What follows belongs to an exercise in optimizing a design on an open flow for small area and a short achievable clock period; a production flow would make more cautious choices.
Only simulation tests tie the RTL to the original design; equivalence was not proved.
Power and IR drop assume default switching activity.

$ cat design/flow/config.mk
export PLATFORM = sky130hd
export DESIGN_NAME = pixel_sort_asc
export DESIGN_NICKNAME = pixel_sort_asc
export VERILOG_FILES = /design/flow/design.v
export SDC_FILE = /design/flow/constraint.sdc
export NUM_CORES = 4
export LEC_CHECK = 0
export ABC_AREA = 1
export CAP_MARGIN = 20
export CORE_MARGIN = 2
export CORE_UTILIZATION = 40
export SETUP_SLACK_MARGIN = 1.0
export SLEW_MARGIN = 20
export BUFFER_PORTS_ARGS = -buffer_cell sky130_fd_sc_hd__buf_1
$ cat design/flow/constraint.sdc
create_clock -name core_clock -period 38.0 [get_ports {clk}]
set_input_delay 7.6000 -clock core_clock [delete_from_list [all_inputs] [get_ports {clk}]]
set_output_delay 7.6000 -clock core_clock [all_outputs]
set_load 0.01 [all_outputs]
$ cat design/flow/design.v
module pixel_sort_asc (
    input clk, reset, soft_rst,
    input enable,
    input  [15:0] Pixel_in1, Pixel_in2, Pixel_in3, Pixel_in4, Pixel_in5, Pixel_in6, Pixel_in7, Pixel_in8,
    output [15:0] Pixel_out1, Pixel_out2, Pixel_out3, Pixel_out4, Pixel_out5, Pixel_out6, Pixel_out7, Pixel_out8,
    output reg valid_out
);
wire [15:0] x [0:7];
assign x[0] = Pixel_in1; assign x[1] = Pixel_in2; assign x[2] = Pixel_in3; assign x[3] = Pixel_in4;
assign x[4] = Pixel_in5; assign x[5] = Pixel_in6; assign x[6] = Pixel_in7; assign x[7] = Pixel_in8;
function lt16(input [15:0] a, input [15:0] b);
    integer k;
    reg c;
    begin
        c = 1'b0;
        for (k = 0; k < 16; k = k + 1)
            c = (~a[k] & b[k]) | (~a[k] & c) | (b[k] & c);
        lt16 = c;
    end
endfunction
function [3:0] count7_part(input [6:0] b);
    reg [1:0] p, q, r;
    begin
        p = b[0] + b[1] + b[2];
        q = b[3] + b[4] + b[5];
        r = p[0] + q[0] + b[6];
        count7_part = {r[1], q[1], p[1], r[0]};
    end
endfunction
function [2:0] count7_done(input [3:0] part);
    reg [1:0] t;
    begin
        t = part[1] + part[2] + part[3];
        count7_done = {t, part[0]};
    end
endfunction
reg        below [0:7][0:7];
reg  [3:0] part  [0:7];
reg  [6:0] cnt_in;
integer i, j, n;
always @(*) begin
    for (i = 0; i < 8; i = i + 1)
        for (j = 0; j < 8; j = j + 1)
            below[i][j] = 1'b0;
    for (i = 1; i < 8; i = i + 1)
        for (j = 0; j < i; j = j + 1) begin
            below[i][j] = !lt16(x[i], x[j]);
            below[j][i] = !below[i][j];
        end
    for (i = 0; i < 8; i = i + 1) begin
        n = 0;
        for (j = 0; j < 8; j = j + 1)
            if (j != i) begin
                cnt_in[n] = below[i][j];
                n = n + 1;
            end
        part[i] = count7_part(cnt_in);
    end
end
reg [15:0] px_q   [0:7];
reg  [3:0] part_q [0:7];
always @(posedge clk) begin
    valid_out <= enable & ~reset & ~soft_rst;
    for (i = 0; i < 8; i = i + 1) begin
        px_q[i]   <= x[i];
        part_q[i] <= part[i];
    end
end
reg  [2:0] rank [0:7];
reg [15:0] res  [0:7];
always @(*) begin
    for (i = 0; i < 8; i = i + 1)
        rank[i] = count7_done(part_q[i]);
    for (n = 0; n < 8; n = n + 1) begin
        res[n] = 16'd0;
        for (i = 0; i < 8; i = i + 1)
            res[n] = res[n] | (px_q[i] & {16{valid_out && rank[i] == n}});
    end
end
assign Pixel_out1 = res[0];
assign Pixel_out2 = res[1];
assign Pixel_out3 = res[2];
assign Pixel_out4 = res[3];
assign Pixel_out5 = res[4];
assign Pixel_out6 = res[5];
assign Pixel_out7 = res[6];
assign Pixel_out8 = res[7];
endmodule
$ cat design/flow/flow/run.sh
#!/bin/bash
# The standard layout, with the port buffers made from the smallest buffer
# cell instead of the delay cell buffer_ports picks by default.
set -euo pipefail
echo 'export BUFFER_PORTS_ARGS = -buffer_cell sky130_fd_sc_hd__buf_1' >> config.mk
bash standard.sh > standard.log 2>&1
$ cat design/flow/standard.sh
#!/bin/bash
# synth_recipe.tcl (not shown) runs the flow's synth.tcl, then flattens the netlist and writes it again
# the make line also repeats each setting of config.mk as NAME=value (left out here)
make -C /OpenROAD-flow-scripts/flow DESIGN_CONFIG=/design/flow/config.mk WORK_HOME=/design/flow/orfs CLKGATE_MAP_FILE= SYNTH_SCRIPT=/design/flow/synth_recipe.tcl "${@:-finish}"
==> impl_metrics.env, run 1 <==
export IMPL_grt_use_met3_pct=17.8
export IMPL_layout_cells_most_common="inv_1"
export IMPL_final_hold_viol_count=0
export IMPL_required_time_reported_for_the_critical_path_endpoint_ps=30400
export IMPL_syn_num_nets=2967
export IMPL_achievable_frequency_ghz=0.0870
export IMPL_yosysSeqAreaShare_pct=19.3
export IMPL_pwr_density_cell_nw_per_um2=41.0
export IMPL_timing_max_cap_violations=0
export IMPL_max_vdd_ir_drop_mv=0.0273
export IMPL_outcome="complete, no violations"
export IMPL_cts_max_path_buffers=2
export IMPL_netlist_area_um2=16700
export IMPL_final_hold_worst_slack_ps=7290
export IMPL_initial_utilization_pct=40.8
export IMPL_multi_input_area_um2=10100
export IMPL_drc=0
export IMPL_drive_gt1_share_pct=3.76
export IMPL_cts_tree="built"
export IMPL_count_of_flip_flops_with_a_built_in_enable_after_synthesis=0
export IMPL_cts_hold_buf=0
export IMPL_timing_final_crit_share_pct=30.2
export IMPL_placement_io_buffers=260
export IMPL_floorplan_rows=74
export IMPL_drt_wirelength_per_cell_um=29.2
export IMPL_grt_pass1_vias=21200
export IMPL_area_growth_syn_to_layout_pct=9.57
export IMPL_biggest_area_contributors_in_the_synthesized_netlist="o22ai_1 (24%), dfxtp_1 (19%), inv_1 (15%)"
export IMPL_worst_ep_arrival_time_ps=3890
export IMPL_setup_cp_type="reg -> out"
export IMPL_fillers=4456
export IMPL_report_final_setup_viol=0
export IMPL_ios=261
export IMPL_design_core_area_um2=41000
export IMPL_unrepaired_setup_endpoints_after_global_routing="false"
export IMPL_worst_hold_path_num_cells=2
export IMPL_dp_wirelength_mm=70.2
export IMPL_startpoint_type="flop"
export IMPL_hold_path_end="valid_out"
export IMPL_power_static_leakage_uw=0.00867
export IMPL_fp_dieArea_um2=43400
export IMPL_globalRouteOverflowTotal=0
export IMPL_grt_busiest_layer="met2"
export IMPL_synth_area_per_cell_um2=5.96
export IMPL_number_of_optimization_iterations_in_the_first_detailed_route_pass=10
export IMPL_ys_warn_count=7
export IMPL_timing_critical_path_fanout_max=11
export IMPL_synthFlopType="dfxtp_1"
export IMPL_clk_pin_slew_worst_paths_ps=80
export IMPL_ctsResizeCount=0
export IMPL_grt_total_usage_pct=44.4
export IMPL_mostFrequentLayoutCells="inv_1 (665), o22ai_1 (630), nand2_1 (458)"
export IMPL_gp_congestion=1.08
export IMPL_total_power_uw=751
export IMPL_worstMarginPinSlew_ps=1320
export IMPL_crit_start="part_q[6][1]"
export IMPL_min_delay_path_class="in -> reg"
export IMPL_cts_root_buffer="clkbuf_16"
export IMPL_ff_latch_area_um2=3220
export IMPL_dr_total_vias=23600
export IMPL_drt_first_iter_violations=5236
export IMPL_clkSinkCount=161
export IMPL_chipWidth_um=208
export IMPL_die_height_um=208
export IMPL_hold_start="soft_rst"
export IMPL_grt_max_degree=19
export IMPL_yosysTopAreaCellShare_pct=23.6
export IMPL_setup_total_negative_slack_ps=0
export IMPL_endpoint_kind="output pin"
export IMPL_cts_made_buffers=17
export IMPL_grt_pass1_wl_mm=144
export IMPL_groute_layer_met2_usage_pct=61.5
export IMPL_timing_max_transition_violations_final=0
export IMPL_antenna_found_initial=4
export IMPL_postRouteWirelength_mm=101
export IMPL_fin_crit_ps=11490
export IMPL_yosysUniqueCellTypes=37
export IMPL_synth_seq_cells=161
export IMPL_gr_usage_met1_pct=59.1
export IMPL_average_vias_per_placed_instance=6.83
export IMPL_clock_tree_htree_level_count=4
export IMPL_synth_async_sr_flop_share_pct=0
export IMPL_fin_nets=3073
export IMPL_post_synth_top_area_cell="o22ai_1"
export IMPL_instance_count_of_the_mapped_netlist=2803
export IMPL_post_cts_setup_buffers=0
export IMPL_post_detailed_route_count_of_antenna_violating_nets=0
export IMPL_slew_headroom_pct=11.7
==> kinds of logic after synthesis <==
family	count (synthesis)	share of synthesized area (%)
adder cells (fa/ha/maj)	32	3.74
AO/OA/AOI/OAI	1074	41.3
AND/OR/NAND/NOR	640	14.9
buffers and inverters	896	20.8
flip-flops	161	19.3
==> critical path: stages, from the launching register on <==
cell and delay (ps):
dfxtp_1 320, fa_1 650, inv_1 60, nor2_1 90, inv_1 70, nor2_1 680, inv_1 700, o221ai_1 630
buf_1 220
==> stage by stage <==
step | util, % | setup slack (ps) | cells | cell area, µm²
2_1_floorplan | - | 28040 | 2803 | 16700
3_3_place_gp | 43.1 | 26820 | 3422 | 17700
3_5_place_dp | 43.2 | 26890 | 3422 | 17700
4_1_cts | 44.6 | 26870 | 3454 | 18300
5_1_grt | 44.7 | 26460 | 3455 | 18300
6_report | 44.7 | 26510 | 3455 | 18300
==> how the worst max path moves through the flow <==
| stage | depth (start not counted) | endpoint | slack, ps |
|---|---|---|---|
| 4_1_cts | 10 | Pixel_out7[9] | 26870 |
| 6_report | 8 | Pixel_out7[8] | 26510 |
| 3_3_place_gp | 19 | part_q[4][0] | 26820 |
| 2_1_floorplan | 20 | part_q[6][0] | 28040 |
| 5_1_grt | 10 | Pixel_out7[5] | 26460 |
| 3_5_place_dp | 19 | part_q[4][0] | 26890 |
==> cells in the mapped netlist (2+ instances only) <==
library cell / count
nor3_1: 2
clkinv_1: 4
o22ai_1: 630
clkbuf_1: 119
o2111ai_1: 22
inv_2: 30
fa_1: 30
a21oi_2: 2
ha_1: 2
o221ai_1: 81
a211oi_1: 3
nand2_2: 7
buf_2: 62
buf_4: 6
inv_1: 665
o21ai_1: 47
a221oi_1: 59
o21ai_0: 27
o211ai_1: 2
a2111oi_0: 2
dfxtp_1: 161
a31oi_1: 7
clkbuf_2: 6
o21bai_1: 25
a21oi_1: 164
nand3_1: 39
a221oi_2: 2
nand2_1: 459
nor2_1: 130
==> final cells by class <==
class | instances | area share (%)
multi-input combinational | 1746 | 54.9
sequential | 161 | 17.6
inverter | 701 | 14.4
timing repair buffer | 282 | 6.23
tap | 532 | 3.63
clock buffer | 17 | 2.32
clock inverter | 15 | 0.888
antenna | 1 | 0.0137
==> flip-flops by register name, indices dropped and copies added, names as in the netlist <==
| name | count |
|---|---|
| part_q | 32 |
| valid_out | 1 |
| px_q | 128 |
==> power breakdown <==
group          leakage (µW)  internal [µW]  total [µW]  switching, µW
registers           0.00136            188         211           23.5
logic               0.00703            106         365            260
clock network      0.000291           88.3         174           85.4
==> layer usage <==
layer	part of all wire [%]	wire length (µm)
met5	0.024	24
met4	6.8	6850
met3	17	17000
met2	38	38800
met1	38	38300
==> inputs of run 2 (changes only) <==
==> design/flow/flow/run.sh (replaced) <==
#!/bin/bash
set -euo pipefail
echo 'export BUFFER_PORTS_ARGS = -buffer_cell sky130_fd_sc_hd__buf_1' >> config.mk
bash standard.sh SETUP_SLACK_MARGIN=27.0 finish > standard.log 2>&1
==> run 2 against run 1 <==
Against the previous run: critical path depth is 1 higher; flip-flop and latch count stayed put; count of clock-buffer cells in the layout stayed put; clock power hardly changed; global-route usage is 0.090 points higher; sequential share of layout area is 0.21 points lower; core utilization is 0.55 points higher; fmax is 4.2% higher; power is 0.68% higher; synthesized cell count stayed put; hold slack worse by 5.3 ps; via count is 0.33% higher.
==> impl_metrics.env, run 2 <==
export IMPL_outcome="complete, no violations"
export IMPL_slew_headroom_pct=12.6
export IMPL_grt_use_met3_pct=17.7
export IMPL_cts_made_buffers=17
export IMPL_grt_busiest_layer="met2"
export IMPL_dp_wirelength_mm=70.2
export IMPL_endpoint_kind="output pin"
export IMPL_antenna_found_initial=4
export IMPL_yosysUniqueCellTypes=37
export IMPL_placement_io_buffers=260
export IMPL_grt_pass1_vias=21200
export IMPL_timing_max_transition_violations_final=0
export IMPL_grt_max_degree=19
export IMPL_drc=0
export IMPL_timing_final_crit_share_pct=29.0
export IMPL_post_detailed_route_count_of_antenna_violating_nets=0
export IMPL_synth_cells_most_frequent="inv_1 (665), o22ai_1 (630), nand2_1 (459)"
export IMPL_cellInternalPower_uw=384
export IMPL_gp_congestion=1.08
export IMPL_cts_hold_buf=0
export IMPL_mostFrequentLayoutCells="inv_1 (659), o22ai_1 (630), nand2_1 (447)"
export IMPL_setup_total_negative_slack_ps=0
export IMPL_final_hold_viol_count=0
export IMPL_grt_pass1_wl_mm=144
export IMPL_fin_nets=3090
export IMPL_cts_max_path_buffers=2
export IMPL_post_synth_top_area_cell="o22ai_1"
export IMPL_number_of_optimization_iterations_in_the_first_detailed_route_pass=8
export IMPL_yosysSeqAreaShare_pct=19.3
export IMPL_syn_num_nets=2967
export IMPL_pwr_share_clk_pct=23.0
export IMPL_synth_most_common_cell="inv_1"
export IMPL_netlist_area_um2=16700
export IMPL_unrepaired_setup_endpoints_after_global_routing="false"
export IMPL_cts_tree="built"
export IMPL_postRouteWirelength_mm=101
export IMPL_startpoint_type="flop"
export IMPL_post_route_util_pct=45.2
export IMPL_groute_layer_met2_usage_pct=61.9
export IMPL_grt_total_usage_pct=44.5
export IMPL_clock_tree_htree_level_count=4
export IMPL_hold_path_end="valid_out"
export IMPL_min_delay_path_class="in -> reg"
export IMPL_power_static_leakage_uw=0.00876
export IMPL_die_height_um=208
export IMPL_gr_usage_met1_pct=59.3
export IMPL_biggest_area_contributors_in_the_synthesized_netlist="o22ai_1 (24%), dfxtp_1 (19%), inv_1 (15%)"
export IMPL_largest_register="px_q"
export IMPL_switching_power_uw=372
export IMPL_yosysTopAreaCellShare_pct=23.6
export IMPL_dr_total_vias=23700
export IMPL_worstMarginPinSlew_ps=1310
export IMPL_synth_area_per_cell_um2=5.96
export IMPL_design_core_area_um2=41000
export IMPL_count_of_flip_flops_with_a_built_in_enable_after_synthesis=0
export IMPL_clkSinkCount=161
export IMPL_hold_start="reset"
export IMPL_synth_async_sr_flop_share_pct=0
export IMPL_synth_seq_cells=161
export IMPL_regs_by_ff_count="px_q x128, part_q x32, valid_out x1"
export IMPL_clk_pin_slew_worst_paths_ps=80
export IMPL_fin_crit_ps=11030
export IMPL_max_vdd_ir_drop_mv=0.0274
export IMPL_switching_share_pct=49.2
export IMPL_drive_gt1_share_pct=5.17
export IMPL_fillers=4459
export IMPL_layout_cells_most_common="inv_1"
export IMPL_critical_path_cell_chain="fa_1 -> nor2_1 -> inv_1 -> nor2_1 -> inv_1 -> o221ai_1 -> a21oi_1 -> o21ai_1 -> buf_1"
export IMPL_fp_dieArea_um2=43400
export IMPL_initial_utilization_pct=40.8
export IMPL_report_final_setup_viol=0
export IMPL_globalRouteOverflowTotal=0
export IMPL_drt_wirelength_per_cell_um=29.2
export IMPL_comb_power_share_pct=49.0
export IMPL_achievable_frequency_ghz=0.0907
export IMPL_instance_count_of_the_mapped_netlist=2803
export IMPL_floorplan_rows=74
export IMPL_timing_max_cap_violations=0
export IMPL_power_share_sequential_pct=28.0
export IMPL_worst_hold_path_num_cells=2
export IMPL_total_power_uw=756
export IMPL_drt_first_iter_violations=5413
export IMPL_worst_ep_arrival_time_ps=3430
export IMPL_worst_path_largest_cell_delay_ps=530
export IMPL_critPathSlowestCell="fa_1"
export IMPL_setup_cp_type="reg -> out"
export IMPL_cts_root_buffer="clkbuf_16"
export IMPL_timing_critical_path_fanout_max=12
export IMPL_ios=261
export IMPL_average_vias_per_placed_instance=6.82
export IMPL_synthFlopType="dfxtp_1"
export IMPL_ys_warn_count=7
export IMPL_chipWidth_um=208
export IMPL_largest_register_ff_count=128
export IMPL_pwr_density_cell_nw_per_um2=40.8
export IMPL_area_growth_syn_to_layout_pct=10.9
export IMPL_required_time_reported_for_the_critical_path_endpoint_ps=30400
## run 2: cell counts after synthesis
No cell type changed its count.
## run 2: routing by layer
layer	vias to the layer above	wire length, µm
met5	-	23
met4	4	6400
met3	543	17700
met2	2419	39100
met1	10800	38000
li1	9944	-
## run 2: worst max-delay path by stage
stage | from | slack, ps | cells past startpoint | endpoint
floorplan | Pixel_in1[1] | 28040 | 20 | part_q[6][0]
global placement | Pixel_in3[3] | 26820 | 19 | part_q[4][0]
detailed placement | Pixel_in3[2] | 26890 | 19 | part_q[4][0]
CTS | part_q[2][1] | 26990 | 7 | Pixel_out1[13]
global route | part_q[3][1] | 27020 | 10 | Pixel_out5[5]
finish | part_q[4][1] | 26970 | 9 | Pixel_out5[9]
## run 2: kinds of logic (layout without fill, tap and decap cells)
family	count (synthesis)	after routing	share of synthesized area, %
adders and majority gates	32	32	3.74
DFF	161	161	19.3
buffers and inverters	896	1032	20.8
and+or+nand+nor	640	640	14.9
AOI/OAI and AO/OA	1074	1074	41.3
other	0	1	0
## run 2: timing repair
action	4_1_cts	5_1_grt
pin swaps	0	0
gates resized for setup	7	21
setup buffers	0	16
endpoints found under the setup margin	18	47
endpoints found under the hold margin	0	0
## run 2: power groups by stage
stage | combinational [µW] | sequential, µW | clock (µW)
floorplan | 216 | 202 | 0
global placement | 339 | 212 | 0
detailed placement | 342 | 212 | 0
CTS | 345 | 208 | 176
global route | 390 | 212 | 181
finish | 370 | 212 | 174
## run 2: layout make-up
cell class | count | area, µm² | area share [%]
antenna | 1 | 2.50 | 0.0135
clock buffer | 17 | 425 | 2.29
clock inverter | 15 | 163 | 0.877
inverter | 701 | 2660 | 14.3
multi-input combinational | 1746 | 10100 | 54.5
sequential | 161 | 3220 | 17.4
tap | 532 | 666 | 3.59
timing repair buffer | 299 | 1290 | 6.95
## run 2: worst max-delay path: cells and delay by family (launching register included)
family	cells	cell delay (ps)
AO/OA/AOI/OAI	3	720
AND/OR/NAND/NOR	2	610
adder cells (fa/ha/maj)	1	530
buffers and inverters	3	780
flip-flops	1	320
## run 2: per-stage QoR
| step | instance area, µm² | setup slack [ps] | instances | hold WS (ps) |
|---|---|---|---|---|
| floorplan | 16700 | 28040 | 2803 | 7630 |
| finish | 18500 | 26970 | 3472 | 7280 |
| global route | 18500 | 27020 | 3472 | 7290 |
| detailed placement | 17700 | 26890 | 3422 | 7760 |
| CTS | 18300 | 26990 | 3454 | 7270 |
| global placement | 17700 | 26820 | 3422 | 7760 |
==> inputs of run 3 (changes only) <==
==> design/flow/flow/run.sh (replaced) <==
#!/bin/bash
# The standard layout (standard.sh), with these changes to how it is made:
# - synthesis is synth_recipe.tcl unchanged except for the ABC script, which
#   maps for area under a delay target (flow/abc.script) instead of ORFS's
#   abc_area.script; registers are mapped before ABC, so they are the standard
#   synthesis's;
# - the port buffers use the smallest buffer cell instead of the delay cell
#   buffer_ports picks by default;
set -euo pipefail
work=$PWD
margin=$(cat flow/setup_margin)
cat > "$work/own_synth.tcl" <<EOS
proc abc {args} {
  set i [lsearch \$args -script]
  if {\$i >= 0} { lset args [expr {\$i + 1}] $work/flow/abc.script }
  yosys abc {*}\$args
}
source $work/synth_recipe.tcl
EOS
echo 'export BUFFER_PORTS_ARGS = -buffer_cell sky130_fd_sc_hd__buf_1' >> config.mk
bash standard.sh SYNTH_SCRIPT="$work/own_synth.tcl" SETUP_SLACK_MARGIN="$margin" finish > standard.log 2>&1
==> design/flow/flow/abc.script (new file) <==
strash
dch
map -D 2000
topo
stime -c
upsize -c
dnsize -c
==> design/flow/flow/setup_margin (new file) <==
27.3
==> run 3 against run 2 <==
Against the previous run: flip-flop and latch count unchanged; worst setup slack gained 310 ps; combinational power shrank 11%; synthesized cell count is 30% lower; cell count decreased by 20%; critical endpoint is now Pixel_out5[6]; fmax up 2.9%; critical path type unchanged.
==> impl_metrics.env, run 3 <==
export IMPL_cts_max_path_buffers=2
export IMPL_gp_congestion=1.03
export IMPL_cts_tree="built"
export IMPL_timing_final_crit_share_pct=28.2
export IMPL_cts_hold_buf=0
export IMPL_synth_area_per_cell_um2=7.14
export IMPL_dp_wirelength_mm=62.0
export IMPL_instance_count_of_the_mapped_netlist=1974
export IMPL_grt_use_met3_pct=11.0
export IMPL_setup_total_negative_slack_ps=0
export IMPL_yosysUniqueCellTypes=29
export IMPL_cts_made_buffers=17
export IMPL_timing_critical_path_fanout_max=16
export IMPL_grt_pass1_wl_mm=120
export IMPL_achievable_frequency_ghz=0.0933
export IMPL_grt_total_usage_pct=43.7
export IMPL_ios=261
export IMPL_yosysSeqAreaShare_pct=22.9
export IMPL_post_synth_top_area_cell="dfxtp_1"
export IMPL_mostFrequentLayoutCells="o22ai_1 (392), clkinv_1 (251), buf_1 (248)"
export IMPL_initial_utilization_pct=40.7
export IMPL_drt_first_iter_violations=3545
export IMPL_placedInstanceArea_um2=15800
export IMPL_syn_num_nets=2138
export IMPL_critPathSlowestCell="nor2_2"
export IMPL_largest_register="px_q"
export IMPL_gr_usage_met1_pct=61.2
export IMPL_synthFlopType="dfxtp_1"
export IMPL_design_core_area_um2=34600
export IMPL_unrepaired_setup_endpoints_after_global_routing="true"
export IMPL_timing_max_transition_violations_final=0
export IMPL_antenna_found_initial=11
export IMPL_groute_layer_met2_usage_pct=61.8
export IMPL_final_hold_worst_slack_ps=7320
export IMPL_min_delay_path_class="in -> reg"
export IMPL_fp_dieArea_um2=36800
export IMPL_report_final_setup_viol=0
export IMPL_synth_most_common_cell="o22ai_1"
export IMPL_synth_cells_most_frequent="o22ai_1 (392), clkinv_1 (259), a22oi_1 (234)"
export IMPL_netlist_area_um2=14100
export IMPL_area_growth_syn_to_layout_pct=18.9
export IMPL_placement_io_buffers=260
export IMPL_required_time_reported_for_the_critical_path_endpoint_ps=30400
export IMPL_drc=0
export IMPL_grt_pass1_vias=18300
export IMPL_cts_root_buffer="clkbuf_16"
export IMPL_ys_warn_count=7
export IMPL_outcome="complete, no violations"
export IMPL_grt_max_degree=17
export IMPL_layout_cells_most_common="o22ai_1"
export IMPL_worstMarginPinSlew_ps=1170
export IMPL_post_route_util_pct=48.4
export IMPL_drt_wirelength_per_cell_um=30.3
export IMPL_number_of_optimization_iterations_in_the_first_detailed_route_pass=7
export IMPL_largest_register_ff_count=128
export IMPL_fin_nets=2447
export IMPL_worst_ep_arrival_time_ps=3120
export IMPL_regs_by_ff_count="px_q x128, part_q x32, valid_out x1"
export IMPL_count_of_flip_flops_with_a_built_in_enable_after_synthesis=0
export IMPL_floorplan_rows=68
export IMPL_power_static_leakage_uw=0.00532
export IMPL_clkSinkCount=161
export IMPL_max_vdd_ir_drop_mv=0.0295
export IMPL_startpoint_type="flop"
export IMPL_fin_crit_ps=10720
export IMPL_chipWidth_um=192
export IMPL_globalRouteOverflowTotal=0
export IMPL_layout_cell_area_non_filler_um2=16800
export IMPL_pwr_density_cell_nw_per_um2=42.1
export IMPL_slew_headroom_pct=22.0
export IMPL_critical_path_cell_chain="fa_1 -> clkinv_1 -> nand2_1 -> nor2_2 -> a221oi_1 -> o2111ai_1 -> buf_1"
export IMPL_synth_seq_cells=161
export IMPL_clk_pin_slew_worst_paths_ps=70
export IMPL_worst_hold_path_num_cells=1
export IMPL_clock_tree_htree_level_count=4
export IMPL_postRouteWirelength_mm=83.6
export IMPL_drive_gt1_share_pct=6.79
export IMPL_grt_busiest_layer="met2"
export IMPL_post_detailed_route_count_of_antenna_violating_nets=0
export IMPL_timing_max_cap_violations=0
export IMPL_setup_cp_type="reg -> out"
export IMPL_dr_total_vias=20700
export IMPL_average_vias_per_placed_instance=7.48
export IMPL_endpoint_kind="output pin"
export IMPL_die_height_um=192
export IMPL_yosysTopAreaCellShare_pct=22.9
export IMPL_biggest_area_contributors_in_the_synthesized_netlist="dfxtp_1 (23%), o22ai_1 (17%), a22oi_1 (12%)"
export IMPL_synth_async_sr_flop_share_pct=0
export IMPL_final_hold_viol_count=0
export IMPL_worst_path_largest_cell_delay_ps=890
-- run 3: cell types whose count changed in the layout (fill, tap and decap cells not counted), sizes merged, moves of 21 or more --
cell / before / now
buf: 299 / 278
o2111ai: 22 / 93
clkinv: 11 / 259
o22ai: 630 / 394
o221ai: 81 / 58
a211oi: 3 / 64
nor2: 131 / 104
inv: 699 / 57
o21bai: 25 / 1
a21oi: 167 / 110
nand2: 466 / 226
a22oi: 0 / 234
-- run 3: cell type report --
cell class / count / area, µm²
antenna: 10 / 25.0
sequential: 161 / 3220
inverter: 307 / 1170
multi-input combinational: 1506 / 9930
clock buffer: 19 / 453
fill: 3572 / 17900
timing repair buffer: 290 / 1260
tap: 455 / 569
clock inverter: 13 / 115
-- run 3: kinds of logic (layout without fill, tap and decap cells) --
logic type | Yosys count | count (layout) | synth area share, %
compound gates | 1110 | 1110 | 54.4
simple gates | 362 | 362 | 10.0
buf+inv | 307 | 629 | 8.18
flops | 161 | 161 | 22.9
fa+ha+maj | 32 | 32 | 4.44
xor+xnor | 2 | 2 | 0.124
other cells | 0 | 10 | 0
-- run 3: where the power goes --
group | switching, µW | internal, µW
Combinational | 229 | 101
Sequential | 27.0 | 188
Clock | 72.0 | 89.3
-- run 3: worst paths after layout --
path	startpoint	end	slack (ps)
worst max-delay path	part_q[4][1]	Pixel_out5[6]	27280
worst min-delay path	Pixel_in1[0]	px_q[0][0]	7320
-- run 3: repair_timing --
| action | 4_1_cts | 5_1_grt |
|---|---|---|
| buffers inserted | 0 | 12 |
| pin swaps | 0 | 5 |
| setup endpoints to repair | 71 | 94 |
| resized for setup | 26 | 45 |
-- run 3: through the flow --
stage | instances | setup slack (ps) | total power, µW
5_1_grt | 2758 | 27240 | 735
6_report | 2761 | 27280 | 706
3_5_place_dp | 2705 | 26910 | 517
4_1_cts | 2737 | 27290 | 682
2_1_floorplan | 1974 | 28000 | 382
3_3_place_gp | 2705 | 26940 | 514
-- run 3: worst max-delay path, delay by kind of cell (launching register included) --
| family | cells | cell delay [ps] |
|---|---|---|
| buf+inv | 2 | 340 |
| compound gates | 2 | 450 |
| simple gates | 2 | 980 |
| flops | 1 | 320 |
| fa+ha+maj | 1 | 580 |
-- run 3: metal layers --
| metal | up-vias | part of all wire [%] |
|---|---|---|
| met5 | - | 0.011 |
| met4 | 2 | 5.4 |
| met3 | 351 | 14 |
| met2 | 2024 | 41 |
| met1 | 9643 | 40 |
| li1 | 8636 | - |
==> inputs of run 4 (changes only) <==
--- a/design/flow/config.mk
+++ b/design/flow/config.mk
@@ -9,6 +9,7 @@
 export CAP_MARGIN = 20
 export CORE_MARGIN = 2
 export CORE_UTILIZATION = 40
+export CTS_BUF_LIST = sky130_fd_sc_hd__clkbuf_4 sky130_fd_sc_hd__clkbuf_8
 export SETUP_SLACK_MARGIN = 1.0
 export SLEW_MARGIN = 20
 export BUFFER_PORTS_ARGS = -buffer_cell sky130_fd_sc_hd__buf_1
==> run 4 against run 3 <==
Against the previous run: flip-flop and latch count unchanged; non-clock buffer count shrank 1; first-iteration DRC count rose by 3.2%; die area did not move; largest power group unchanged; worst setup slack worse by 77 ps; highest routed layer is now met4; power shrank 6.3%; combinational power barely moved; wire length is 0.29% lower; design area decreased by 1.1%; critical endpoint is now Pixel_out8[7].
==> impl_metrics.env, run 4 <==
export IMPL_outcome="complete, no violations"
export IMPL_ios=261
export IMPL_fin_nets=2446
export IMPL_worst_slack_ps=27200
export IMPL_hold_start="Pixel_in1[0]"
export IMPL_instance_count_of_the_mapped_netlist=1974
export IMPL_grt_pass1_wl_mm=120
export IMPL_biggest_area_contributors_in_the_synthesized_netlist="dfxtp_1 (23%), o22ai_1 (17%), a22oi_1 (12%)"
export IMPL_cts_made_buffers=17
export IMPL_hold_path_end="px_q[0][0]"
export IMPL_grt_total_usage_pct=43.6
export IMPL_gp_congestion=1.03
export IMPL_syn_num_nets=2138
export IMPL_placedInstanceArea_um2=15800
export IMPL_multi_input_area_um2=9960
export IMPL_setup_cp_type="reg -> out"
export IMPL_drive_gt1_share_pct=6.80
export IMPL_power_static_leakage_uw=0.00522
export IMPL_report_final_setup_viol=0
export IMPL_clk_pin_slew_worst_paths_ps=90
export IMPL_switching_power_uw=322
export IMPL_drc=0
export IMPL_worst_hold_path_num_cells=1
export IMPL_floorplan_rows=68
export IMPL_initial_utilization_pct=40.7
export IMPL_timing_final_crit_share_pct=28.4
export IMPL_post_detailed_route_count_of_antenna_violating_nets=0
export IMPL_placement_io_buffers=260
export IMPL_fillers=3581
export IMPL_detailedPlace_worstSlack_ps=26910
export IMPL_layout_cell_area_non_filler_um2=16600
export IMPL_cts_root_buffer="clkbuf_8"
export IMPL_layout_cells_most_common="o22ai_1"
export IMPL_fin_crit_ps=10800
export IMPL_min_delay_path_class="in -> reg"
export IMPL_final_hold_viol_count=0
export IMPL_area_growth_syn_to_layout_pct=17.6
export IMPL_largest_register="px_q"
export IMPL_synth_cells_most_frequent="o22ai_1 (392), clkinv_1 (259), a22oi_1 (234)"
export IMPL_startpoint_type="flop"
export IMPL_dr_total_vias=20600
export IMPL_die_height_um=192
export IMPL_cts_hold_buf=0
export IMPL_post_synth_top_area_cell="dfxtp_1"
export IMPL_globalRouteOverflowTotal=0
export IMPL_clock_tree_htree_level_count=4
export IMPL_switching_share_pct=48.7
export IMPL_pwr_density_cell_nw_per_um2=39.9
export IMPL_worst_ep_arrival_time_ps=3200
export IMPL_grt_max_degree=17
export IMPL_slew_headroom_pct=23.7
export IMPL_yosysSeqAreaShare_pct=22.9
export IMPL_ff_latch_area_um2=3220
export IMPL_synthFlopType="dfxtp_1"
export IMPL_achievable_frequency_ghz=0.0926
export IMPL_antenna_found_initial=12
export IMPL_unrepaired_setup_endpoints_after_global_routing="true"
export IMPL_setup_total_negative_slack_ps=0
export IMPL_synth_async_sr_flop_share_pct=0
export IMPL_design_core_area_um2=34600
export IMPL_drt_first_iter_violations=3660
export IMPL_timing_max_cap_violations=0
export IMPL_dp_wirelength_mm=62.0
export IMPL_cts_max_path_buffers=2
export IMPL_power_share_sequential_pct=32.4
export IMPL_mostFrequentLayoutCells="o22ai_1 (392), clkinv_1 (249), buf_1 (249)"
export IMPL_clkSinkCount=161
export IMPL_required_time_reported_for_the_critical_path_endpoint_ps=30400
export IMPL_synth_area_per_cell_um2=7.14
export IMPL_endpoint_kind="output pin"
export IMPL_cts_tree="built"
export IMPL_postRouteWirelength_mm=83.4
export IMPL_drt_wirelength_per_cell_um=30.2
export IMPL_yosysTopAreaCellShare_pct=22.9
export IMPL_number_of_optimization_iterations_in_the_first_detailed_route_pass=8
export IMPL_chipWidth_um=192
export IMPL_average_vias_per_placed_instance=7.47
export IMPL_grt_pass1_vias=18400
export IMPL_yosysUniqueCellTypes=29
export IMPL_regs_by_ff_count="px_q x128, part_q x32, valid_out x1"
export IMPL_worstMarginPinSlew_ps=1140
export IMPL_netlist_area_um2=14100
export IMPL_comb_power_share_pct=49.9
export IMPL_synth_most_common_cell="o22ai_1"
export IMPL_timing_max_transition_violations_final=0
export IMPL_synth_seq_cells=161
export IMPL_pwr_share_clk_pct=17.7
export IMPL_largest_register_ff_count=128
export IMPL_max_vdd_ir_drop_mv=0.0215
export IMPL_count_of_flip_flops_with_a_built_in_enable_after_synthesis=0
export IMPL_timing_critical_path_fanout_max=16
export IMPL_cellInternalPower_uw=340
export IMPL_fp_dieArea_um2=36800
export IMPL_ys_warn_count=7
-- run 4: cell counts after synthesis --
Identical to the previous run, type by type.
-- run 4: cells by family (layout without fill, tap and decap cells) --
family | Yosys count | after routing | share of synthesized area [%]
fa+ha+maj | 32 | 32 | 4.44
other cells | 0 | 9 | 0
xor+xnor | 2 | 2 | 0.124
compound gates | 1110 | 1110 | 54.4
flops | 161 | 161 | 22.9
simple gates | 362 | 362 | 10.0
buf+inv | 307 | 628 | 8.18
-- run 4: through the flow --
step / hold slack, ps / instances / total power, µW / utilization (%)
2_1_floorplan: 7630 / 1974 / 382 / -
3_3_place_gp: 7730 / 2705 / 514 / 45.6
4_1_cts: 7270 / 2737 / 637 / 47.0
3_5_place_dp: 7750 / 2705 / 517 / 45.6
6_report: 7300 / 2759 / 662 / 47.9
5_1_grt: 7270 / 2758 / 689 / 47.9
-- run 4: timing repair --
item	4_1_cts	5_1_grt
endpoints found under the setup margin	73	97
hold endpoints to repair	0	0
gates resized for setup	27	51
pin swaps	0	5
setup buffers	0	13
-- run 4: routing by layer --
metal	global-route usage, %	part of all wire (%)
met1	61.0	40
met2	60.8	40
met3	11.4	14
met4	22.8	5.3
met5	0	0
-- run 4: worst max-delay path, stage by stage, from the launching register on --
cell	delay [ps]
dfxtp_1	320
fa_1	700
nand3_1	860
o22ai_1	400
nor2_1	90
o2111ai_1	190
buf_1	190
-- run 4: power groups by stage --
| stage | Clock (µW) | Sequential, µW | Combinational [µW] |
|---|---|---|---|
| 6_report | 117 | 215 | 330 |
| 5_1_grt | 125 | 216 | 349 |
| 4_1_cts | 119 | 212 | 307 |
| 3_5_place_dp | 0 | 216 | 301 |
| 3_3_place_gp | 0 | 215 | 298 |
| 2_1_floorplan | 0 | 205 | 177 |
-- run 4: cell type report --
class	instances	area share, %
multi-input combinational	1506	60.1
inverter	307	7.13
antenna	9	0.136
clock buffer	19	1.58
clock inverter	13	0.694
sequential	161	19.4
timing repair buffer	289	7.53
tap	455	3.43
-- run 4: worst max path at each step --
stage | slack (ps) | from | end | depth (start not counted)
2_1_floorplan | 28000 | Pixel_in4[2] | part_q[2][0] | 15
3_3_place_gp | 26940 | Pixel_in6[3] | part_q[2][0] | 14
3_5_place_dp | 26910 | Pixel_in7[4] | part_q[2][0] | 14
4_1_cts | 27140 | part_q[4][1] | Pixel_out8[14] | 8
5_1_grt | 27190 | part_q[1][1] | Pixel_out8[11] | 6
6_report | 27200 | part_q[1][1] | Pixel_out8[7] | 6
==> inputs of run 5 (changes only) <==
--- a/design/flow/design.v
+++ b/design/flow/design.v
@@ -18,24 +18,18 @@
         lt16 = c;
     end
 endfunction
-function [3:0] count7_part(input [6:0] b);
-    reg [1:0] p, q, r;
+function [2:0] count7(input [6:0] b);
+    reg [1:0] p, q, r, t;
     begin
         p = b[0] + b[1] + b[2];
         q = b[3] + b[4] + b[5];
         r = p[0] + q[0] + b[6];
-        count7_part = {r[1], q[1], p[1], r[0]};
-    end
-endfunction
-function [2:0] count7_done(input [3:0] part);
-    reg [1:0] t;
-    begin
-        t = part[1] + part[2] + part[3];
-        count7_done = {t, part[0]};
+        t = p[1] + q[1] + r[1];
+        count7 = {t, r[0]};
     end
 endfunction
 reg        below [0:7][0:7];
-reg  [3:0] part  [0:7];
+reg  [2:0] rank  [0:7];
 reg  [6:0] cnt_in;
 integer i, j, n;
 always @(*) begin
@@ -54,27 +48,24 @@
                 cnt_in[n] = below[i][j];
                 n = n + 1;
             end
-        part[i] = count7_part(cnt_in);
+        rank[i] = count7(cnt_in);
     end
 end
 reg [15:0] px_q   [0:7];
-reg  [3:0] part_q [0:7];
+reg  [2:0] rank_q [0:7];
 always @(posedge clk) begin
     valid_out <= enable & ~reset & ~soft_rst;
     for (i = 0; i < 8; i = i + 1) begin
         px_q[i]   <= x[i];
-        part_q[i] <= part[i];
+        rank_q[i] <= rank[i];
     end
 end
-reg  [2:0] rank [0:7];
-reg [15:0] res  [0:7];
+reg [15:0] res [0:7];
 always @(*) begin
-    for (i = 0; i < 8; i = i + 1)
-        rank[i] = count7_done(part_q[i]);
     for (n = 0; n < 8; n = n + 1) begin
         res[n] = 16'd0;
         for (i = 0; i < 8; i = i + 1)
-            res[n] = res[n] | (px_q[i] & {16{valid_out && rank[i] == n}});
+            res[n] = res[n] | (px_q[i] & {16{valid_out && rank_q[i] == n}});
     end
 end
 assign Pixel_out1 = res[0];
==> design/flow/flow/setup_margin (replaced) <==
27.0
--- a/design/flow/config.mk
+++ b/design/flow/config.mk
@@ -8,7 +8,7 @@
 export ABC_AREA = 1
 export CAP_MARGIN = 20
 export CORE_MARGIN = 2
-export CORE_UTILIZATION = 40
+export CORE_UTILIZATION = 47
 export CTS_BUF_LIST = sky130_fd_sc_hd__clkbuf_4 sky130_fd_sc_hd__clkbuf_8
 export SETUP_SLACK_MARGIN = 1.0
 export SLEW_MARGIN = 20
==> run 5 against run 4 <==
Against the previous run: cell count shrank 2.9%; design area fell by 2.9%; die area down 15%; wire length up 2.2%; clock power grew 11%; fmax shrank 1.8%; area after synthesis shrank 0.71%; critical path type unchanged.
==> impl_metrics.env, run 5 <==
export IMPL_timing_critical_path_fanout_max=16
export IMPL_critical_path_cell_chain="inv_2 -> nor2_1 -> nand3_1 -> o22ai_1 -> a2111oi_0 -> o2111ai_1 -> buf_1"
export IMPL_timing_max_cap_violations=0
export IMPL_timing_max_transition_violations_final=0
export IMPL_initial_utilization_pct=47.5
export IMPL_groute_layer_met2_usage_pct=71.4
export IMPL_instance_count_of_the_mapped_netlist=1983
export IMPL_ios=261
export IMPL_power_static_leakage_uw=0.00530
export IMPL_multi_input_area_um2=9790
export IMPL_setup_cp_type="reg -> out"
export IMPL_ff_latch_area_um2=3060
export IMPL_min_delay_path_class="in -> reg"
export IMPL_worst_ep_arrival_time_ps=3400
export IMPL_ys_warn_count=6
export IMPL_antenna_found_initial=3
export IMPL_drt_first_iter_violations=5360
export IMPL_synth_most_common_cell="o22ai_1"
export IMPL_regs_by_ff_count="px_q x128, rank_q x24, valid_out x1"
export IMPL_grt_use_met3_pct=20.3
export IMPL_placement_io_buffers=260
export IMPL_layout_cell_area_non_filler_um2=16100
export IMPL_cts_made_buffers=17
export IMPL_design_core_area_um2=29500
export IMPL_grt_pass1_wl_mm=123
export IMPL_largest_register_ff_count=128
export IMPL_post_detailed_route_count_of_antenna_violating_nets=0
export IMPL_critical_path_top_delay_family="simple AND/OR/NAND/NOR gates"
export IMPL_grt_total_usage_pct=52.7
export IMPL_max_vdd_ir_drop_mv=0.0251
export IMPL_layout_cells_most_common="o22ai_1"
export IMPL_clock_tree_htree_level_count=4
export IMPL_fp_dieArea_um2=31200
export IMPL_grt_max_degree=17
export IMPL_worstMarginPinSlew_ps=1290
export IMPL_cts_root_buffer="clkbuf_8"
export IMPL_biggest_area_contributors_in_the_synthesized_netlist="dfxtp_1 (22%), o22ai_1 (17%), a22oi_1 (12%)"
export IMPL_gp_congestion=1.09
export IMPL_synth_area_per_cell_um2=7.06
export IMPL_postRouteWirelength_mm=85.2
export IMPL_grt_busiest_layer="met2"
export IMPL_post_route_util_pct=54.6
export IMPL_achievable_frequency_ghz=0.0909
export IMPL_number_of_optimization_iterations_in_the_first_detailed_route_pass=12
export IMPL_drt_wirelength_per_cell_um=31.8
export IMPL_largest_register="px_q"
export IMPL_area_growth_syn_to_layout_pct=15.0
export IMPL_floorplan_rows=63
export IMPL_globalRouteOverflowTotal=0
export IMPL_worst_path_largest_cell_delay_ps=890
export IMPL_fin_crit_ps=11000
export IMPL_final_instance_count_excl_fill=2679
export IMPL_setup_total_negative_slack_ps=0
export IMPL_synth_cells_most_frequent="o22ai_1 (383), a22oi_1 (222), clkinv_1 (189)"
export IMPL_endpoint_kind="output pin"
export IMPL_final_hold_viol_count=0
export IMPL_dr_total_vias=21300
export IMPL_startpoint_type="flop"
export IMPL_count_of_flip_flops_with_a_built_in_enable_after_synthesis=0
export IMPL_drc=0
export IMPL_cts_max_path_buffers=2
export IMPL_report_final_setup_viol=0
export IMPL_placedInstanceArea_um2=15600
export IMPL_grt_pass1_vias=19000
export IMPL_yosysTopAreaCellShare_pct=21.9
export IMPL_syn_num_nets=2147
export IMPL_fillers=3021
export IMPL_drive_gt1_share_pct=6.43
export IMPL_die_height_um=177
export IMPL_synth_seq_cells=153
export IMPL_clk_pin_slew_worst_paths_ps=120
export IMPL_post_synth_top_area_cell="dfxtp_1"
export IMPL_dp_wirelength_mm=59.5
export IMPL_slew_headroom_pct=13.8
export IMPL_critPathSlowestCell="nand3_1"
export IMPL_unrepaired_setup_endpoints_after_global_routing="true"
export IMPL_mostFrequentLayoutCells="o22ai_1 (383), buf_1 (250), a22oi_1 (221)"
export IMPL_timing_final_crit_share_pct=28.9
export IMPL_average_vias_per_placed_instance=7.95
export IMPL_cts_tree="built"
export IMPL_synthFlopType="dfxtp_1"
export IMPL_gr_usage_met1_pct=70.6
export IMPL_clkSinkCount=153
export IMPL_pwr_density_cell_nw_per_um2=39.2
export IMPL_outcome="complete, no violations"
export IMPL_required_time_reported_for_the_critical_path_endpoint_ps=30400
export IMPL_netlist_area_um2=14000
export IMPL_yosysUniqueCellTypes=29
export IMPL_fin_nets=2439
export IMPL_synth_async_sr_flop_share_pct=0
export IMPL_chipWidth_um=177
export IMPL_worstPathBufferInverterCount=2
export IMPL_yosysSeqAreaShare_pct=21.9
export IMPL_placed_cells=2646
[run 5: timing repair]
| action | in CTS | in global routing |
|---|---|---|
| hold buffers | 0 | 0 |
| endpoints found under the hold margin | 0 | 0 |
| gates resized for setup | 0 | 12 |
| buffers inserted | 0 | 0 |
| setup endpoints to repair | 0 | 12 |
[run 5: power by group]
| group | switching, µW | total, µW | internal [µW] |
|---|---|---|---|
| Clock | 59.7 | 130 | 69.8 |
| Combinational | 198 | 285 | 87.5 |
| Sequential | 34.6 | 216 | 181 |
| Total | 292 | 630 | 338 |
[run 5: cell families after synthesis]
family / Yosys count / synth area share (%)
flops: 153 / 21.9
fa+ha+maj: 32 / 4.36
buf+inv: 331 / 8.88
xor+xnor: 4 / 0.250
compound gates: 1136 / 55.5
simple gates: 327 / 9.10
[run 5: path summary, 6_finish.rpt]
kind / startpoint / end / slack [ps] / depth (start not counted)
setup / recovery: valid_out / Pixel_out8[11] / 27000 / 7
hold / removal: soft_rst / valid_out / 7280 / 2
[run 5: per-stage QoR]
step	setup WS [ps]	hold slack (ps)	total power [µW]
after floorplan	27640	7630	359
after global placement	26440	7760	476
after detailed placement	26530	7780	481
after CTS	27020	7270	608
after global routing	26990	7280	652
final	27000	7280	630
[run 5: routing by layer]
layer  part of all wire (%)  vias to the layer above
met1                     36                     9708
met2                     38                     2370
met5                   0.14                        -
li1                       -                     8592
met3                     18                      613
met4                    7.4                        8
[run 5: area by class of cell]
class	instances	share of cell area, %
antenna	2	0.0311
clock buffer	20	1.71
clock inverter	11	0.902
inverter	331	7.72
multi-input combinational	1499	60.8
sequential	153	19.0
tap	390	3.03
timing repair buffer	273	6.75
==> inputs of run 6 (changes only) <==
==> design/flow/flow/setup_margin (replaced) <==
27.6
--- a/design/flow/config.mk
+++ b/design/flow/config.mk
@@ -8,7 +8,7 @@
 export ABC_AREA = 1
 export CAP_MARGIN = 20
 export CORE_MARGIN = 2
-export CORE_UTILIZATION = 47
+export CORE_UTILIZATION = 40
 export CTS_BUF_LIST = sky130_fd_sc_hd__clkbuf_4 sky130_fd_sc_hd__clkbuf_8
 export SETUP_SLACK_MARGIN = 1.0
 export SLEW_MARGIN = 20
==> run 6 against run 5 <==
Against the previous run: via count fell by 1.5%; cell count rose by 3.7%; sequential power is 2% higher; largest cell class unchanged.
==> impl_metrics.env, run 6 <==
export IMPL_outcome="complete, no violations"
export IMPL_yosysUniqueCellTypes=29
export IMPL_dr_total_vias=21000
export IMPL_initial_utilization_pct=40.6
export IMPL_die_height_um=191
export IMPL_timing_max_cap_violations=0
export IMPL_worst_slack_ps=27540
export IMPL_timing_critical_path_fanout_max=9
export IMPL_antenna_found_initial=5
export IMPL_drc=0
export IMPL_clkSinkCount=153
export IMPL_area_growth_syn_to_layout_pct=23.1
export IMPL_drive_gt1_share_pct=15.7
export IMPL_setup_total_negative_slack_ps=0
export IMPL_floorplan_rows=68
export IMPL_count_of_flip_flops_with_a_built_in_enable_after_synthesis=0
export IMPL_multi_input_area_um2=10400
export IMPL_achievable_frequency_ghz=0.0956
export IMPL_detailedPlace_worstSlack_ps=26320
export IMPL_worst_ep_arrival_time_ps=10800
export IMPL_timing_final_crit_share_pct=27.5
export IMPL_pwr_density_cell_nw_per_um2=37.5
export IMPL_slew_headroom_pct=12.0
export IMPL_post_detailed_route_count_of_antenna_violating_nets=0
export IMPL_cts_tree="built"
export IMPL_grt_total_usage_pct=46.5
export IMPL_design_core_area_um2=34500
export IMPL_number_of_optimization_iterations_in_the_first_detailed_route_pass=7
export IMPL_grt_max_degree=17
export IMPL_gp_congestion=1.07
export IMPL_setup_cp_type="in -> reg"
export IMPL_netlist_area_um2=14000
export IMPL_timing_max_transition_violations_final=0
export IMPL_cts_max_path_buffers=2
export IMPL_grt_pass1_vias=18900
export IMPL_final_hold_viol_count=0
export IMPL_cts_root_buffer="clkbuf_8"
export IMPL_synthFlopType="dfxtp_1"
export IMPL_fillers=3610
export IMPL_largest_register_ff_count=128
export IMPL_startpoint_type="primary input"
export IMPL_placement_io_buffers=260
export IMPL_largest_register="px_q"
export IMPL_post_synth_top_area_cell="dfxtp_1"
export IMPL_grt_pass1_wl_mm=125
export IMPL_ys_warn_count=6
export IMPL_fp_dieArea_um2=36500
export IMPL_average_vias_per_placed_instance=7.54
export IMPL_dp_wirelength_mm=63.8
export IMPL_ff_latch_area_um2=3060
export IMPL_drt_first_iter_violations=3906
export IMPL_regs_by_ff_count="px_q x128, rank_q x24, valid_out x1"
export IMPL_report_final_setup_viol=0
export IMPL_clock_tree_htree_level_count=4
export IMPL_cts_made_buffers=17
export IMPL_synth_async_sr_flop_share_pct=0
export IMPL_chipWidth_um=191
export IMPL_postRouteWirelength_mm=88.7
export IMPL_yosysTopAreaCellShare_pct=21.9
export IMPL_mostFrequentLayoutCells="o22ai_1 (361), a22oi_1 (214), buf_1 (199)"
export IMPL_instance_count_of_the_mapped_netlist=1983
export IMPL_post_route_util_pct=50.0
export IMPL_min_delay_path_class="in -> reg"
export IMPL_fin_crit_ps=10460
export IMPL_synth_seq_cells=153
export IMPL_power_static_leakage_uw=0.00571
export IMPL_drt_wirelength_per_cell_um=31.9
export IMPL_clk_pin_slew_worst_paths_ps=100
export IMPL_synth_area_per_cell_um2=7.06
export IMPL_endpoint_kind="flop"
export IMPL_cts_hold_buf=0
export IMPL_yosysSeqAreaShare_pct=21.9
export IMPL_synth_cells_most_frequent="o22ai_1 (383), a22oi_1 (222), clkinv_1 (189)"
export IMPL_total_power_uw=646
export IMPL_worstMarginPinSlew_ps=1320
export IMPL_required_time_reported_for_the_critical_path_endpoint_ps=38340
export IMPL_ios=261
export IMPL_globalRouteOverflowTotal=0
export IMPL_synth_most_common_cell="o22ai_1"
export IMPL_max_vdd_ir_drop_mv=0.0236
export IMPL_unrepaired_setup_endpoints_after_global_routing="true"
export IMPL_layout_cells_most_common="o22ai_1"
export IMPL_fin_nets=2471
export IMPL_biggest_area_contributors_in_the_synthesized_netlist="dfxtp_1 (22%), o22ai_1 (17%), a22oi_1 (12%)"
export IMPL_syn_num_nets=2147
-- run 6: final timing paths --
path / start / endpoint / slack (ps) / depth (start not counted)
hold / removal: soft_rst / valid_out / 7280 / 2
setup / recovery: Pixel_in4[1] / rank_q[3][1] / 27540 / 17
-- run 6: power by group --
group	switching, µW	internal [µW]
sequential	40.1	181
clock	68.1	47.6
combinational	211	98.7
total	319	327
-- run 6: timing repair --
item	CTS	global route
pin swaps	32	46
gates resized for setup	136	137
gates cloned	2	0
endpoints found under the setup margin	76	85
buffers inserted	10	13
-- run 6: routing by layer --
metal | track usage (%) | vias up | share of wire, %
met5 | 0 | - | 0.034
met4 | 24.4 | 4 | 6.2
met3 | 15.1 | 462 | 15
met2 | 64.5 | 2059 | 40
met1 | 63.3 | 9762 | 39
li1 | - | 8680 | -
-- run 6: cells by family (layout without fill, tap and decap cells) --
group           Yosys count  count (layout)  share of synthesized area (%)
compound gates         1136            1136                           55.5
buf+inv                 331             668                           8.88
simple gates            327             327                           9.10
flops                   153             153                           21.9
fa+ha+maj                32              32                           4.36
xor+xnor                  4               4                          0.250
other cells               0               4                              0
-- run 6: cell type report --
class	count	share of cell area [%]
Multi-Input combinational cell	1499	60.5
Antenna cell	4	0.0581
Timing Repair inverter	2	0.0726
Tap cell	455	3.31
Inverter	331	7.54
Sequential cell	153	17.8
Timing Repair Buffer	303	8.65
Clock buffer	17	1.36
Clock inverter	15	0.770
-- run 6: through the flow --
step / instance area (µm²) / instances / hold slack (ps)
floorplan: 14000 / 1983 / 7630
global placement: 15700 / 2717 / 7760
detailed placement: 15800 / 2718 / 7760
CTS: 16600 / 2762 / 7270
global route: 17200 / 2778 / 7280
finish: 17200 / 2779 / 7280
-- run 6: worst max-delay path, stage by stage --
cell	delay (ps)
buf_4	180
inv_2	100
o22ai_1	170
o221ai_1	180
o221ai_1	120
a21oi_1	120
o21ai_1	200
a21oi_1	110
o21ai_1	150
a21oi_1	100
o21ai_1	190
o21ai_2	110
buf_4	170
xor2_1	140
ha_1	340
fa_2	350
fa_1	440
==> inputs of run 7 (changes only) <==
==> design/flow/flow/setup_margin (replaced) <==
27.0
==> run 7 against run 6 <==
Against the previous run: still clean on timing, DRC and antenna; power down 4.0%; combinational power down 7.1%; worst setup slack got worse by 470 ps; synthesized cell count unchanged; critical path depth is 3 lower; die area unchanged; fmax is 4.3% lower; design area is 6.0% lower; wire length fell by 0.74%; clock power barely moved; hold slack gained 3.5 ps; critical path type unchanged; critical endpoint is now rank_q[0][1]; largest cell class unchanged.
==> impl_metrics.env, run 7 <==
export IMPL_outcome="complete, no violations"
export IMPL_setup_total_negative_slack_ps=0
export IMPL_clock_tree_htree_level_count=4
export IMPL_achievable_frequency_ghz=0.0914
export IMPL_count_of_flip_flops_with_a_built_in_enable_after_synthesis=0
export IMPL_synth_seq_cells=153
export IMPL_synth_async_sr_flop_share_pct=0
export IMPL_slew_headroom_pct=12.0
export IMPL_unrepaired_setup_endpoints_after_global_routing="true"
export IMPL_layout_cells_most_common="o22ai_1"
export IMPL_drt_wirelength_per_cell_um=32.0
export IMPL_required_time_reported_for_the_critical_path_endpoint_ps=38340
export IMPL_endpoint_kind="flop"
export IMPL_regs_by_ff_count="px_q x128, rank_q x24, valid_out x1"
export IMPL_cts_tree="built"
export IMPL_final_hold_worst_slack_ps=7290
export IMPL_power_static_leakage_uw=0.00532
export IMPL_post_detailed_route_count_of_antenna_violating_nets=0
export IMPL_grt_max_degree=17
export IMPL_average_vias_per_placed_instance=7.54
export IMPL_mostFrequentLayoutCells="o22ai_1 (381), buf_1 (249), a22oi_1 (222)"
export IMPL_grt_pass1_vias=18700
export IMPL_placement_io_buffers=260
export IMPL_synth_most_common_cell="o22ai_1"
export IMPL_cts_max_path_buffers=2
export IMPL_largest_register="px_q"
export IMPL_grt_pass1_wl_mm=125
export IMPL_worstMarginPinSlew_ps=1320
export IMPL_worst_slack_ps=27060
export IMPL_cts_hold_buf=0
export IMPL_final_hold_viol_count=0
export IMPL_pwr_density_cell_nw_per_um2=38.3
export IMPL_synth_cells_most_frequent="o22ai_1 (383), a22oi_1 (222), clkinv_1 (189)"
export IMPL_floorplan_rows=68
export IMPL_drt_first_iter_violations=3948
export IMPL_fp_dieArea_um2=36500
export IMPL_drive_gt1_share_pct=6.71
export IMPL_ios=261
export IMPL_pwr_share_clk_pct=18.7
export IMPL_timing_final_crit_share_pct=28.8
export IMPL_synth_area_per_cell_um2=7.06
export IMPL_timing_critical_path_fanout_max=12
export IMPL_gp_congestion=1.07
export IMPL_min_delay_path_class="in -> reg"
export IMPL_detailedPlace_worstSlack_ps=26320
export IMPL_switching_power_uw=303
export IMPL_power_share_sequential_pct=35.0
export IMPL_ys_warn_count=6
export IMPL_yosysSeqAreaShare_pct=21.9
export IMPL_switching_share_pct=48.9
export IMPL_chipWidth_um=191
export IMPL_largest_register_ff_count=128
export IMPL_post_synth_top_area_cell="dfxtp_1"
export IMPL_syn_num_nets=2147
export IMPL_instance_count_of_the_mapped_netlist=1983
export IMPL_dr_total_vias=20800
export IMPL_synthFlopType="dfxtp_1"
export IMPL_cts_root_buffer="clkbuf_8"
export IMPL_clkSinkCount=153
export IMPL_fin_nets=2447
export IMPL_antenna_found_initial=5
export IMPL_yosysTopAreaCellShare_pct=21.9
export IMPL_report_final_setup_viol=0
export IMPL_cts_made_buffers=17
export IMPL_die_height_um=191
export IMPL_timing_max_transition_violations_final=0
export IMPL_max_vdd_ir_drop_mv=0.0234
export IMPL_critical_path_cell_chain="buf_1 -> inv_1 -> o221ai_1 -> a21oi_1 -> o21ai_1 -> a21oi_1 -> o21ai_1 -> o221ai_1 -> a21oi_1 -> o22ai_2 -> fa_1 -> fa_1 -> clkinv_1 -> fa_1"
export IMPL_postRouteWirelength_mm=88.1
export IMPL_area_growth_syn_to_layout_pct=15.7
export IMPL_number_of_optimization_iterations_in_the_first_detailed_route_pass=10
export IMPL_initial_utilization_pct=40.6
export IMPL_grt_total_usage_pct=46.3
export IMPL_timing_max_cap_violations=0
export IMPL_yosysUniqueCellTypes=29
export IMPL_clk_pin_slew_worst_paths_ps=100
export IMPL_drc=0
export IMPL_fin_crit_ps=10940
export IMPL_critPathSlowestCell="buf_1"
export IMPL_worst_ep_arrival_time_ps=11270
export IMPL_design_core_area_um2=34500
export IMPL_startpoint_type="primary input"
export IMPL_biggest_area_contributors_in_the_synthesized_netlist="dfxtp_1 (22%), o22ai_1 (17%), a22oi_1 (12%)"
export IMPL_total_power_uw=620
export IMPL_dp_wirelength_mm=63.8
export IMPL_setup_cp_type="in -> reg"
export IMPL_worst_path_largest_cell_delay_ps=560
export IMPL_comb_power_share_pct=46.4
export IMPL_cellInternalPower_uw=317
export IMPL_globalRouteOverflowTotal=0
export IMPL_netlist_area_um2=14000
## run 7: cell counts after synthesis
No cell type changed its count.
## run 7: per-stage QoR
| step | util [%] | area (µm²) | std cells |
|---|---|---|---|
| 2_1_floorplan | - | 14000 | 1983 |
| 3_3_place_gp | 45.7 | 15700 | 2717 |
| 4_1_cts | 46.8 | 16100 | 2750 |
| 5_1_grt | 47.0 | 16200 | 2754 |
| 6_report | 47.0 | 16200 | 2755 |
| 3_5_place_dp | 45.7 | 15800 | 2718 |
## run 7: worst paths after layout
path	cells after the start	end	from	slack, ps
max	14	rank_q[0][1]	Pixel_in1[2]	27060
min	2	valid_out	soft_rst	7290
## run 7: layout make-up
cell class	instances	area, µm²
fillers	3690	18300
multi-input cells	1499	9780
flip-flops and latches	153	3060
inverters	331	1240
repair buffers	281	1150
well taps	455	569
clock buffers	17	234
clock inverters	15	133
diodes	4	10.0
## run 7: critical path, delay by kind of cell
| kind | cells | cell delay [ps] |
|---|---|---|
| AO/OA/AOI/OAI | 8 | 1430 |
| adder cells (fa/ha/maj) | 3 | 1360 |
| buffers and inverters | 3 | 890 |
## run 7: metal layers
metal  up-vias  global-route usage (%)  share of wire (%)
met5         -                       0              0.012
met4         2                    24.3                6.3
met3       419                    15.1                 15
met2      2007                    64.2                 39
met1      9736                    63.2                 39
li1       8613                       -                  -
## run 7: timing repair
item	in CTS	in global routing
resized for setup	3	11
endpoints found under the setup margin	3	6
setup buffers	0	0
## run 7: cell families after synthesis
family / count (synthesis) / share of synthesized area (%)
buf+inv: 331 / 8.88
simple gates: 327 / 9.10
compound gates: 1136 / 55.5
fa+ha+maj: 32 / 4.36
xor+xnor: 4 / 0.250
flops: 153 / 21.9
## run 7: power groups by stage
stage	Combinational [µW]	Clock (µW)	Sequential, µW
2_1_floorplan	159	0	200
3_3_place_gp	270	0	216
3_5_place_dp	273	0	217
4_1_cts	274	117	213
5_1_grt	304	123	217
6_report	287	116	217
==> inputs of run 8 (changes only) <==
==> design/flow/flow/setup_margin (replaced) <==
27.3
==> run 8 against run 7 <==
Against the previous run: still clean on timing, DRC and antenna; cell count is 0.18% higher; critical path depth shrank 7; global-route usage barely moved; clock power hardly changed; worst setup slack improved by 190 ps; count of clock-buffer cells in the layout stayed put.
==> impl_metrics.env, run 8 <==
export IMPL_count_of_flip_flops_with_a_built_in_enable_after_synthesis=0
export IMPL_timing_critical_path_fanout_max=16
export IMPL_grt_max_degree=17
export IMPL_required_time_reported_for_the_critical_path_endpoint_ps=30400
export IMPL_gp_congestion=1.07
export IMPL_antenna_found_initial=6
export IMPL_cts_made_buffers=17
export IMPL_synth_cells_most_frequent="o22ai_1 (383), a22oi_1 (222), clkinv_1 (189)"
export IMPL_drc=0
export IMPL_synth_xor_area_share_pct=0.250
export IMPL_netlist_area_um2=14000
export IMPL_worst_ep_arrival_time_ps=3140
export IMPL_synth_async_sr_flop_share_pct=0
export IMPL_cts_max_path_buffers=2
export IMPL_total_power_uw=623
export IMPL_fin_crit_ps=10740
export IMPL_timing_max_cap_violations=0
export IMPL_post_synth_top_area_cell="dfxtp_1"
export IMPL_unrepaired_setup_endpoints_after_global_routing="true"
export IMPL_switching_share_pct=48.9
export IMPL_globalRouteOverflowTotal=0
export IMPL_dr_total_vias=21000
export IMPL_layout_cells_most_common="o22ai_1"
export IMPL_setup_cp_type="reg -> out"
export IMPL_yosysUniqueCellTypes=29
export IMPL_yosysTopAreaCellShare_pct=21.9
export IMPL_ys_warn_count=6
export IMPL_placed_cells=2718
export IMPL_largest_register="px_q"
export IMPL_worstMarginPinSlew_ps=1330
export IMPL_dp_wirelength_mm=63.8
export IMPL_largest_family_of_logic_cells_by_synthesized_area="compound AO/OA/AOI/OAI gates"
export IMPL_timing_final_crit_share_pct=28.3
export IMPL_drt_first_iter_violations=4131
export IMPL_initial_utilization_pct=40.6
export IMPL_clock_tree_htree_level_count=4
export IMPL_die_height_um=191
export IMPL_outcome="complete, no violations"
export IMPL_cts_root_buffer="clkbuf_8"
export IMPL_yosysSeqAreaShare_pct=21.9
export IMPL_mostFrequentLayoutCells="o22ai_1 (379), buf_1 (222), a22oi_1 (221)"
export IMPL_fin_nets=2451
export IMPL_cellInternalPower_uw=318
export IMPL_slew_headroom_pct=11.1
export IMPL_endpoint_kind="output pin"
export IMPL_regs_by_ff_count="px_q x128, rank_q x24, valid_out x1"
export IMPL_chipWidth_um=191
export IMPL_postRouteWirelength_mm=88.2
export IMPL_syn_num_nets=2147
export IMPL_instance_count_of_the_mapped_netlist=1983
export IMPL_startpoint_type="flop"
export IMPL_synth_most_common_cell="o22ai_1"
export IMPL_post_synth_mux_area_share_pct=0
export IMPL_cts_tree="built"
export IMPL_grt_pass1_wl_mm=125
export IMPL_area_growth_syn_to_layout_pct=16.9
export IMPL_clk_pin_slew_worst_paths_ps=100
export IMPL_post_detailed_route_count_of_antenna_violating_nets=0
export IMPL_grt_pass1_vias=18800
export IMPL_pwr_density_cell_nw_per_um2=38.1
export IMPL_design_core_area_um2=34500
export IMPL_pwr_share_clk_pct=18.5
export IMPL_final_hold_viol_count=0
export IMPL_clkSinkCount=153
export IMPL_power_share_sequential_pct=34.9
export IMPL_synth_compound_area_share_pct=55.5
export IMPL_hold_start="soft_rst"
export IMPL_setup_total_negative_slack_ps=0
export IMPL_final_instance_count_excl_fill=2760
export IMPL_achievable_frequency_ghz=0.0931
export IMPL_biggest_area_contributors_in_the_synthesized_netlist="dfxtp_1 (22%), o22ai_1 (17%), a22oi_1 (12%)"
export IMPL_synth_simple_gate_area_share_pct=9.10
export IMPL_timing_max_transition_violations_final=0
export IMPL_largest_register_ff_count=128
export IMPL_report_final_setup_viol=0
export IMPL_floorplan_rows=68
export IMPL_detailedPlace_worstSlack_ps=26320
export IMPL_crit_start="valid_out"
export IMPL_ios=261
export IMPL_max_vdd_ir_drop_mv=0.0234
export IMPL_placement_io_buffers=260
export IMPL_synth_seq_cells=153
export IMPL_drive_gt1_share_pct=9.09
export IMPL_synth_area_per_cell_um2=7.06
export IMPL_drt_wirelength_per_cell_um=32.0
export IMPL_average_vias_per_placed_instance=7.62
export IMPL_number_of_optimization_iterations_in_the_first_detailed_route_pass=7
export IMPL_power_static_leakage_uw=0.00542
export IMPL_worst_slack_ps=27260
export IMPL_grt_total_usage_pct=46.3
export IMPL_cts_hold_buf=0
export IMPL_yosys_area_share_adder_pct=4.36
export IMPL_min_delay_path_class="in -> reg"
export IMPL_synthFlopType="dfxtp_1"
export IMPL_fp_dieArea_um2=36500
export IMPL_switching_power_uw=305
export IMPL_comb_power_share_pct=46.6
## run 8: cell counts after synthesis
No cell type changed its count.
## run 8: routing by layer
| metal | up-vias | global-route usage (%) | part of all wire [%] | wire, µm |
|---|---|---|---|---|
| met5 | - | 0 | 0.033 | 29 |
| met4 | 4 | 24.4 | 6.4 | 5660 |
| met3 | 464 | 15.2 | 16 | 13700 |
| met2 | 2099 | 64.2 | 39 | 34700 |
| met1 | 9813 | 63.0 | 39 | 34200 |
| li1 | 8642 | - | - | - |
## run 8: layout make-up
class | instances | area, µm²
clock inverter | 15 | 133
tap | 455 | 569
sequential | 153 | 3060
fill | 3685 | 18100
antenna | 5 | 12.5
timing repair buffer | 285 | 1220
inverter | 331 | 1250
clock buffer | 17 | 234
multi-input combinational | 1499 | 9870
## run 8: worst paths after layout
path	endpoint	slack [ps]	cells after the start
max	Pixel_out2[5]	27260	7
min	valid_out	7290	2
## run 8: stage by stage
stage	hold slack, ps	utilization, %	instance area, µm²
after floorplan	7630	-	14000
after global placement	7760	45.7	15700
after detailed placement	7760	45.7	15800
after CTS	7270	46.9	16100
after global routing	7290	47.4	16300
final	7290	47.5	16400
## run 8: cell families after synthesis
logic type / after synthesis
XOR/XNOR: 4
AND/OR/NAND/NOR: 327
flip-flops: 153
adder cells (fa/ha/maj): 32
AO/OA/AOI/OAI: 1136
buffers and inverters: 331
## run 8: what timing repair did
item | CTS | global route
buffers inserted | 0 | 4
endpoints found under the setup margin | 14 | 36
gates resized for setup | 18 | 52
pin swaps | 0 | 4
## run 8: power by group through the flow
stage	Sequential, µW	Combinational, µW	Clock, µW
after floorplan	200	159	0
after global placement	216	270	0
after detailed placement	217	273	0
after CTS	213	274	117
after global routing	218	307	123
final	218	290	115
## run 8: critical path: stages, from the launching register on
cell	delay (ps)
dfxtp_1	340
inv_2	250
nor2_1	150
nand2_1	800
o22ai_1	160
a211oi_1	560
o2111ai_1	230
buf_1	190

-- separate check: timing with driven ports --
The flow's constraints put no driver on any port. The routed layouts listed below were extracted and timed again, unchanged, in two steps. Step 1 sets driving cells, clkbuf_16 on the clock port and buf_2 on the other inputs (assumed; they add their load-dependent delay and slew). Step 2 also shifts input and output timing later by t, the mid clock arrival at the registers, as if the neighbouring blocks saw the same clock. a / b / c = no drivers / after step 1 / after step 2; a / b = the first two.
run | shift t [ns] | setup slack, ns | cell pins on the clock port's net
run 1 | 0.510 | 26.509 / 26.447 / 26.706 | 1
run 2 | 0.499 | 26.969 / 26.917 / 26.709 | 1
run 3 | 0.462 | 27.280 / 27.236 / 26.894 | 1
run 4 | 0.479 | 27.204 / 27.161 / 26.981 | 1
run 5 | 0.491 | 27.002 / 26.953 / 26.612 | 1
run 6 | 0.486 | 27.536 / 27.527 / 27.067 | 1
run 7 | 0.481 | 27.064 / 27.071 / 26.590 | 1
run 8 | 0.479 | 27.258 / 27.222 / 26.895 | 1
After both steps every run listed still meets setup and hold. The setup slack of run 7, which loses most, moves by +0.007 ns with the drivers and by -0.474 ns with both steps.
